What follows belongs to an exercise in optimizing a design on an open flow for a short achievable clock period and few clock cycles; a production flow would make more cautious choices. Function was checked by simulation only, so behaviour that the tests miss may differ from the original. Power figures rest on the tool's default switching activity, not on a simulated workload.

Design kim_mips_32cpu_p_top, start of the top module:
module kim_mips_32cpu_p_top
(
    input   wire    clk,
    input   wire    rstn,
    output  wire    [31:0]  imem_addr,
    input   wire    [31:0]  imem_rdata,
    output  wire    [31:0]  dmem_addr,
    output  wire    [31:0]  dmem_wdata,
    output  wire            dmem_we,
    input   wire    [31:0]  dmem_rdata
);
reg  [31:0] pc;
reg  [31:0] d_ir;
reg  [31:0] d_pc4;
reg         d_done;              
reg  [31:1] d_sela, d_selb;      
reg         d_bypa, d_bypb;      
reg         d_fwda, d_fwdb;      
reg  [4:0]  d_dst;               
reg  [31:0] x_a;         
reg  [31:0] x_b;         
reg  [31:0] x_s;         
reg  [31:0] x_target;
reg         x_sub;       
reg         x_sel_sum, x_sel_and, x_sel_or, x_sel_nor, x_sel_slt;
reg         x_beq, x_lw, x_sw;
reg  [4:0]  x_dest;
reg  [31:0] m_alu, m_sdata;
reg         m_lw, m_sw;
reg  [4:0]  m_dest;
reg  [31:0] rf [1:31];
wire [31:0] m_wb = m_lw ? dmem_rdata : m_alu;
assign dmem_addr  = m_alu;
assign dmem_wdata = m_sdata;
assign dmem_we    = m_sw;
wire [32:0] x_sum33 = {x_a, 1'b1} + {x_b, x_sub};
wire [31:0] x_sum   = x_sum33[32:1];
wire [31:0] x_res   = ({32{x_sel_sum}} & x_sum) |
                      ({32{x_sel_and}} & (x_a & x_b)) |
                      ({32{x_sel_or }} & (x_a | x_b)) |
                      ({32{x_sel_nor}} & ~(x_a | x_b)) |
                      {31'd0, x_sel_slt & x_sum[31]};
wire        x_taken = x_beq && (x_a == x_s);
wire        x_wr    = (x_dest != 5'd0);
wire [5:0]  d_opc = d_ir[31:26];
wire [4:0]  d_rs  = d_ir[25:21];
wire [4:0]  d_rt  = d_ir[20:16];
wire [5:0]  d_fn  = d_ir[5:0];
wire        d_isr   = (d_opc == 6'b000000);
wire        d_islw  = (d_opc == 6'b100011);
wire        d_issw  = (d_opc == 6'b101011);
  ...
For scale: about 160 I/O pins, roughly 65000 um^2 of cells after synthesis.
make LEC_CHECK=0 ABC_CLOCK_PERIOD_IN_PS=2200 CAP_MARGIN=20 CORE_MARGIN=2 CORE_UTILIZATION=35 SETUP_SLACK_MARGIN=4.5 SLEW_MARGIN=20 TNS_END_PERCENT=100 finish   # period 7.0 ns
run.sh (not shown) runs the stock make flow with config.mk's settings and CLKGATE_MAP_FILE= SYNTH_SCRIPT=/design/flow/synth_recipe.tcl, a recipe that flattens the netlist after the stock synthesis.
Testbench counts at the start, summed over its fixed seeds: cycles 15,136.
Then changed:
--- a/flow/design.v
+++ b/flow/design.v
@@ -1013,19 +1013,21 @@
 reg  [31:0] d_pc4;
 reg         d_done;              
 reg  [31:1] d_sela, d_selb;      
 reg         d_bypa, d_bypb;      
 reg         d_fwda, d_fwdb;      
 reg  [4:0]  d_dst;               
 reg  [31:0] x_a;         
 reg  [31:0] x_b;         
 reg  [31:0] x_s;         
-reg  [31:0] x_target;
+reg  [15:0] x_tlo;       
+reg  [13:0] x_thi;       
+reg         x_tinc, x_tdec;   
 reg         x_sub;       
 reg         x_sel_sum, x_sel_and, x_sel_or, x_sel_nor, x_sel_slt;
 reg         x_beq, x_lw, x_sw;
 reg  [4:0]  x_dest;
 reg  [31:0] m_alu, m_sdata;
 reg         m_lw, m_sw;
 reg  [4:0]  m_dest;
 reg  [31:0] rf [1:31];
 wire [31:0] m_wb = m_lw ? dmem_rdata : m_alu;
@@ -1034,32 +1036,34 @@
 assign dmem_we    = m_sw;
 wire [32:0] x_sum33 = {x_a, 1'b1} + {x_b, x_sub};
 wire [31:0] x_sum   = x_sum33[32:1];
 wire [31:0] x_res   = ({32{x_sel_sum}} & x_sum) |
                       ({32{x_sel_and}} & (x_a & x_b)) |
                       ({32{x_sel_or }} & (x_a | x_b)) |
                       ({32{x_sel_nor}} & ~(x_a | x_b)) |
                       {31'd0, x_sel_slt & x_sum[31]};
 wire        x_taken = x_beq && (x_a == x_s);
+wire [13:0] x_thi_n = x_tinc ? x_thi + 14'd1 : (x_tdec ? x_thi - 14'd1 : x_thi);
+wire [31:0] x_target = {x_thi_n, x_tlo, 2'b00};
 wire        x_wr    = (x_dest != 5'd0);
 wire [5:0]  d_opc = d_ir[31:26];
 wire [4:0]  d_rs  = d_ir[25:21];
 wire [4:0]  d_rt  = d_ir[20:16];
 wire [5:0]  d_fn  = d_ir[5:0];
 wire        d_isr   = (d_opc == 6'b000000);
 wire        d_islw  = (d_opc == 6'b100011);
 wire        d_issw  = (d_opc == 6'b101011);
 wire        d_isbeq = (d_opc == 6'b000100);
 wire        d_use_rs = d_isr || d_islw || d_issw || (d_isbeq && !d_done);
 wire        d_use_rt = d_isr || d_issw || (d_isbeq && !d_done);
 wire        d_mem    = d_islw || d_issw;
 wire [31:0] d_se  = {{16{d_ir[15]}}, d_ir[15:0]};
-wire [31:0] d_target = d_pc4 + {d_se[29:0], 2'b00};
+wire [16:0] d_tlo = {1'b0, d_pc4[17:2]} + {1'b0, d_ir[15:0]};
 wire        d_fsub = d_isr && (d_fn == 6'b100010);
 wire        d_fand = d_isr && (d_fn == 6'b100100);
 wire        d_for  = d_isr && (d_fn == 6'b100101);
 wire        d_fnor = d_isr && (d_fn == 6'b100111);
 wire        d_fslt = d_isr && (d_fn == 6'b101010);
 wire        d_sub  = d_fsub || d_fslt;
 reg  [31:0] rf_a, rf_b;
 integer     ri;
 always @(*) begin
@@ -1076,21 +1080,20 @@
 wire [31:0] d_bv = d_fwdb ? x_res : d_b;
 wire        d_stall = x_lw && ((d_fwda && d_use_rs) || (d_fwdb && d_use_rt));
 wire        d_bubble = x_taken || d_stall;   
 wire [31:0] f_ins  = imem_rdata;
 wire [5:0]  f_opc  = f_ins[31:26];
 wire [4:0]  f_rs   = f_ins[25:21];
 wire [4:0]  f_rt   = f_ins[20:16];
 wire [4:0]  f_rd   = f_ins[15:11];
 wire        f_isj  = (f_opc == 6'b000010);
-wire [10:0] f_tlo  = {1'b0, pc[11:2]} + {1'b0, f_ins[9:0]} + 11'd1;
-wire        f_always = (f_opc == 6'b000100) && (f_rs == f_rt) &&
-                       (f_ins[15:10] == 6'd0) && !f_tlo[10];
+wire        f_always = (f_opc == 6'b000100) && (f_rs == f_rt) && (f_ins[15:10] == 6'd0);
+wire [10:0] f_tlo    = {1'b0, pc[11:2]} + {1'b0, f_ins[9:0]} + 11'd1;
 wire [31:0] f_target = {pc[31:12], f_tlo[9:0], 2'b00};
 wire [4:0]  f_dst  = (f_opc == 6'b000000) ? f_rd :
                      (f_opc == 6'b100011) ? f_rt : 5'd0;
 wire [31:0] f_pc4  = pc + 32'd4;
 wire [31:1] f_sela, f_selb;
 genvar gs;
 generate
     for (gs = 1; gs < 32; gs = gs + 1) begin : g_sel
         assign f_sela[gs] = (f_rs == gs);
@@ -1130,19 +1133,19 @@
         d_fwda <= 1'b0;  d_fwdb <= 1'b0;
         d_dst  <= 5'd0;
     end else if (d_stall) begin
         d_bypa <= d_fwda;
         d_bypb <= d_fwdb;
         d_fwda <= 1'b0;
         d_fwdb <= 1'b0;
     end else begin
         d_ir   <= f_ins;
-        d_done <= f_always;
+        d_done <= f_always && !f_tlo[10];
         d_sela <= f_sela;
         d_selb <= f_selb;
         d_bypa <= x_wr && (f_rs == x_dest);
         d_bypb <= x_wr && (f_rt == x_dest);
         d_fwda <= d_wr && (f_rs == d_dst);
         d_fwdb <= d_wr && (f_rt == d_dst);
         d_dst  <= f_dst;
     end
 end
@@ -1163,19 +1166,22 @@
         x_sw      <= !d_bubble && d_issw;
         x_dest    <= d_bubble ? 5'd0 : d_dst;
     end
 end
 always @(posedge clk) begin
     if (!d_stall) d_pc4 <= f_pc4;
     x_a      <= d_av;
     x_b      <= d_mem ? d_se : (d_sub ? ~d_bv : d_bv);
     x_s      <= d_bv;
-    x_target <= d_target;
+    x_tlo    <= d_tlo[15:0];
+    x_thi    <= d_pc4[31:18];
+    x_tinc   <= d_tlo[16] && !d_ir[15];
+    x_tdec   <= !d_tlo[16] && d_ir[15];
     m_alu    <= x_res;
     m_sdata  <= x_s;
 end
 always @(posedge clk or negedge rstn) begin
     if (!rstn) begin
         m_lw <= 1'b0; m_sw <= 1'b0; m_dest <= 5'd0;
     end else begin
         m_lw    <= x_lw;
         m_sw    <= x_sw;
Result: Hold slack hardly moves. Combinational power came out lower slightly. Setup slack gets better by 0.18 ns. Utilization grows by 1.2 points. Global-route usage went up by 0.97 points. Routed wire length rose slightly. Register-to-register slack gains 0.23 ns. Flip-flop and latch count went down by 4. Synthesized area is lower slightly. Final cell count barely changes. Die area went down slightly. Sequential power drops slightly. Clock-buffer cell count decreases by 5.
Testbench counts after the change, summed over its fixed seeds: cycles 15,136.

[separate check: timing with driven ports]
The flow's constraints put no driver on any port. The routed layouts listed below were extracted and timed again, unchanged, in two steps.
Step 1 assumes that a clkbuf_16 drives the clock port and a buf_2 every other input.
Step 2 adds t to the input delays and takes it off the output delays; t is the mean of the earliest and latest rising clock arrival at the registers after step 1. Input paths then give back, and output paths get back, about the clock's delay inside the block.
a / b / c = ideal / step 1 / step 2; a / b = the first two.
run | t, ns | setup slack, ns | worst data-port slew with drivers (ns) | cell pins on the clock port's net
the first run | 0.905 | 3.998 / 3.998 / 3.178 | 0.08 | 1
the second run | 0.891 | 4.181 / 4.105 / 3.415 | 0.13 | 1
After both steps setup and hold are still met in every run listed. For the first run, which loses most, drivers alone change the setup slack by 0.000 ns; drivers and shift together by -0.820 ns.
